Context: an optimization exercise on an open-source flow, tuned for small area, a short achievable clock period and few clock cycles. The choices shown serve that exercise and are no tape-out recipe.
Function was checked by simulation only, so behaviour that the tests miss may differ from the original.
No activity file was given, so power comes from the tool's default toggle rates.

Setup of v18:
==> flow/design.v (excerpt) <==
module task3(
    input [2:0] opcode,
    output reg done,
    output [23:0] out,
    input [7:0] in2,
    input [7:0] in1,
    input [7:0] in0,
    input clk,
    input rst
    );
Size: ~810 cells after synthesis, roughly 50 flip-flops.
Settings: LEC_CHECK=0, ABC_AREA=1, CAP_MARGIN=20, CORE_MARGIN=2, CORE_UTILIZATION=60, CTS_BUF_LIST=sky130_fd_sc_hd__clkbuf_4 sky130_fd_sc_hd__clkbuf_8, SLEW_MARGIN=20; clock period 12.0 ns.
standard.sh (not shown) runs the stock make flow with config.mk's settings and CLKGATE_MAP_FILE= SYNTH_SCRIPT=/design/flow/synth_recipe.tcl, a recipe that flattens the netlist after the stock synthesis.
==> flow/flow/run.sh <==
#!/bin/bash
set -euo pipefail
cd "$(dirname "$0")/.."
bash standard.sh finish \
  SETUP_SLACK_MARGIN=7.2 \
  "BUFFER_PORTS_ARGS=-buffer_cell sky130_fd_sc_hd__buf_1" \
  > run_standard.log 2>&1
Looking at the reports, v18 completed the entire flow and the layout it produced met the timing, DRC and antenna checks.
Testbench counts of v18, summed over its fixed seeds: cycles 21,090.
The inputs of v52 differ from those of v18 as listed below.
# v18
export LEC_CHECK = 0
export ABC_AREA = 1
export CAP_MARGIN = 20
export CORE_MARGIN = 2
export CORE_UTILIZATION = 60
export CTS_BUF_LIST = sky130_fd_sc_hd__clkbuf_4 sky130_fd_sc_hd__clkbuf_8
export SLEW_MARGIN = 20
create_clock -name core_clock -period 12.0 [get_ports {clk}]
# v52
export LEC_CHECK = 0
export ABC_AREA = 1
export CAP_MARGIN = 20
export CORE_MARGIN = 2
export CORE_UTILIZATION = 85
export CTS_BUF_LIST = sky130_fd_sc_hd__clkbuf_4 sky130_fd_sc_hd__clkbuf_8
export SLEW_MARGIN = 20
create_clock -name core_clock -period 12.0 [get_ports {clk}]
Results
v52 gives less setup fix buffers added after clock tree synthesis than v18 did.
Compared with v18, in v52 floorplan die width lost 16 um, site row count fell by about 14%, synthesized area has remained practically unchanged, starting density of the core picked up an extra 24 points, overall die height decreased by 16 um relative to the old numbers.
Summary of v52 over v18: pre-CTS setup slack picked up an extra 0.060 ns; placement-stage cell area shows a reduction of about 0.7%; final estimated routing congestion in global placement went up by 0.058.
v18 completed; timing, DRC and antenna clean
v52 | ERROR | global routing
Input-level comparison between v5 and v52:
# v52
export LEC_CHECK = 0
export ABC_AREA = 1
export CAP_MARGIN = 20
export CORE_MARGIN = 2
export CORE_UTILIZATION = 85
export CTS_BUF_LIST = sky130_fd_sc_hd__clkbuf_4 sky130_fd_sc_hd__clkbuf_8
export SLEW_MARGIN = 20
create_clock -name core_clock -period 12.0 [get_ports {clk}]
# v5
export LEC_CHECK = 0
export ABC_AREA = 1
export CAP_MARGIN = 20
export CORE_MARGIN = 2
export CORE_UTILIZATION = 70
export CTS_BUF_LIST = sky130_fd_sc_hd__clkbuf_4 sky130_fd_sc_hd__clkbuf_8
export SLEW_MARGIN = 20
create_clock -name core_clock -period 12.0 [get_ports {clk}]
--- a/flow/flow/run.sh
+++ b/flow/flow/run.sh
@@ -4,3 +4,3 @@
 bash standard.sh finish \
-  SETUP_SLACK_MARGIN=7.2 \
+  SETUP_SLACK_MARGIN=7.4 \
   "BUFFER_PORTS_ARGS=-buffer_cell sky130_fd_sc_hd__buf_1" \
- Diff v52 -> v5: count of cells resized by post-cts repair up 15; die span in x rose about 10%; synthesized cell count now sits at about the same level.
- Stage in which a tool error killed v52: global routing.
- v5 went all the way through synthesis, placement and routing and the layout is clean on timing, DRC and antenna.
- v5 vs. v52: vertical die dimension went up 8.7 um, fraction of the mapped netlist area in compound gates now sits at about the same level.
- v5 against v52; row count is up by a little under 10%.
- Detailed placer's ending HPWL: v5 > v52
- Area after detailed placement delta (v5 -> v52): insignificant


Starting RTL as in the previous note.
==> flow/design.v (excerpt) <==
module task3(
    input [2:0] opcode,
    output reg done,
    output [23:0] out,
    input [7:0] in2,
    input [7:0] in1,
    input [7:0] in0,
    input clk,
    input rst
    );
clock: 12.0 ns
lec_check: 0
abc_area: 1
cap_margin: 20
core_margin: 2
core_utilization: 70
cts_buf_list: sky130_fd_sc_hd__clkbuf_4 sky130_fd_sc_hd__clkbuf_8
slew_margin: 20
==> flow/flow/run.sh <==
#!/bin/bash
set -euo pipefail
cd "$(dirname "$0")/.."
bash standard.sh finish \
  SETUP_SLACK_MARGIN=7.3 \
  "BUFFER_PORTS_ARGS=-buffer_cell sky130_fd_sc_hd__buf_1" \
  > run_standard.log 2>&1
Testbench counts at the start, summed over its fixed seeds: cycles 21,090.
Edit:
--- a/flow/flow/run.sh
+++ b/flow/flow/run.sh
@@ -5 +5 @@
-  SETUP_SLACK_MARGIN=7.3 \
+  SETUP_SLACK_MARGIN=7.6 \
Effect: Cell count came out higher by 2.3%. Global-route usage rose by 1.6 points. Maximum frequency hardly moves. Worst hold slack improves by 0.018 ns. Via count came out higher by 11%. Worst setup slack got worse by 0.0076 ns. Total power increases by 20%. Wire length increases by 21%.
Edit:
--- a/flow/flow/run.sh
+++ b/flow/flow/run.sh
@@ -5 +5 @@
-  SETUP_SLACK_MARGIN=7.6 \
+  SETUP_SLACK_MARGIN=7.1 \
Effect: Power went down by 18%. Routed wire length went down by 18%. Final cell count went down by about 2.6%.
Edit:
--- a/flow/flow/run.sh
+++ b/flow/flow/run.sh
@@ -5 +5 @@
-  SETUP_SLACK_MARGIN=7.1 \
+  SETUP_SLACK_MARGIN=7.2 \
Hold slack is better by 0.0065 ns.
Register-to-register slack is better by 0.07 ns.
Routed wire length stays flat.
Design area increases slightly.
Global-route usage went up by 0.12 points.
Edit:
--- a/flow/config.mk
+++ b/flow/config.mk
@@ -9 +9 @@
-export CAP_MARGIN = 20
+export CAP_MARGIN = 0
@@ -13 +13 @@
-export SLEW_MARGIN = 20
+export SLEW_MARGIN = 0
After rerunning: Area after synthesis does not change. Power stays the same. Global-route usage does not change. Hold slack does not change.
Edit:
--- a/flow/flow/run.sh
+++ b/flow/flow/run.sh
@@ -5 +5 @@
-  SETUP_SLACK_MARGIN=7.2 \
+  SETUP_SLACK_MARGIN=7.0 \
--- a/flow/config.mk
+++ b/flow/config.mk
@@ -9 +9 @@
-export CAP_MARGIN = 0
+export CAP_MARGIN = 20
@@ -13 +13 @@
-export SLEW_MARGIN = 0
+export SLEW_MARGIN = 20
After rerunning: Setup slack gets worse by 0.20 ns; core utilization is lower by 1.1 points; power is lower by about 1.9%; sequential share of layout area is higher by 0.30 points; sequential power stays flat; maximum frequency is lower by about 4%.

afterwards: timing with drivers on the ports:
The results above use ideal ports. As a check the final layouts listed here were re-extracted and re-timed, cells and wires unchanged. Step 1: set_driving_cell puts a clkbuf_16 on clk and a buf_2 on each other input, an assumption about the parent block. Step 2 adds t to the input delays and takes it off the output delays; t is the mean of the earliest and latest rising clock arrival at the registers after step 1. Input paths then give back, and output paths get back, about the clock's delay inside the block. a / b / c = ideal ports / drivers / drivers and shift; a / b = the first two.
run | shift t [ns] | setup WS [ns] | latest minus earliest clock arrival (ns)
v18 | 0.365 | 7.248 / 7.212 / 7.024 | 0.017 / 0.017
v5 | 0.337 | 7.207 / 7.173 / 7.216 | 0.018 / 0.019
the first run of note 2 | 0.339 | 7.316 / 7.282 / 7.085 | 0.021 / 0.021
the second run of note 2 | 0.343 | 7.309 / 7.275 / 7.349 | 0.018 / 0.018
the third run of note 2 | 0.336 | 7.254 / 7.221 / 6.993 | 0.019 / 0.018
the fourth run of note 2 | 0.335 | 7.302 / 7.270 / 7.074 | 0.020 / 0.020
the fifth run of note 2 | 0.335 | 7.302 / 7.270 / 7.074 | 0.020 / 0.020
the sixth run of note 2 | 0.333 | 7.104 / 7.071 / 7.039 | 0.017 / 0.016
After both steps every run listed still meets setup and hold. The setup slack of the third run of note 2, which loses most, moves by -0.033 ns with the drivers and by -0.261 ns with both steps.
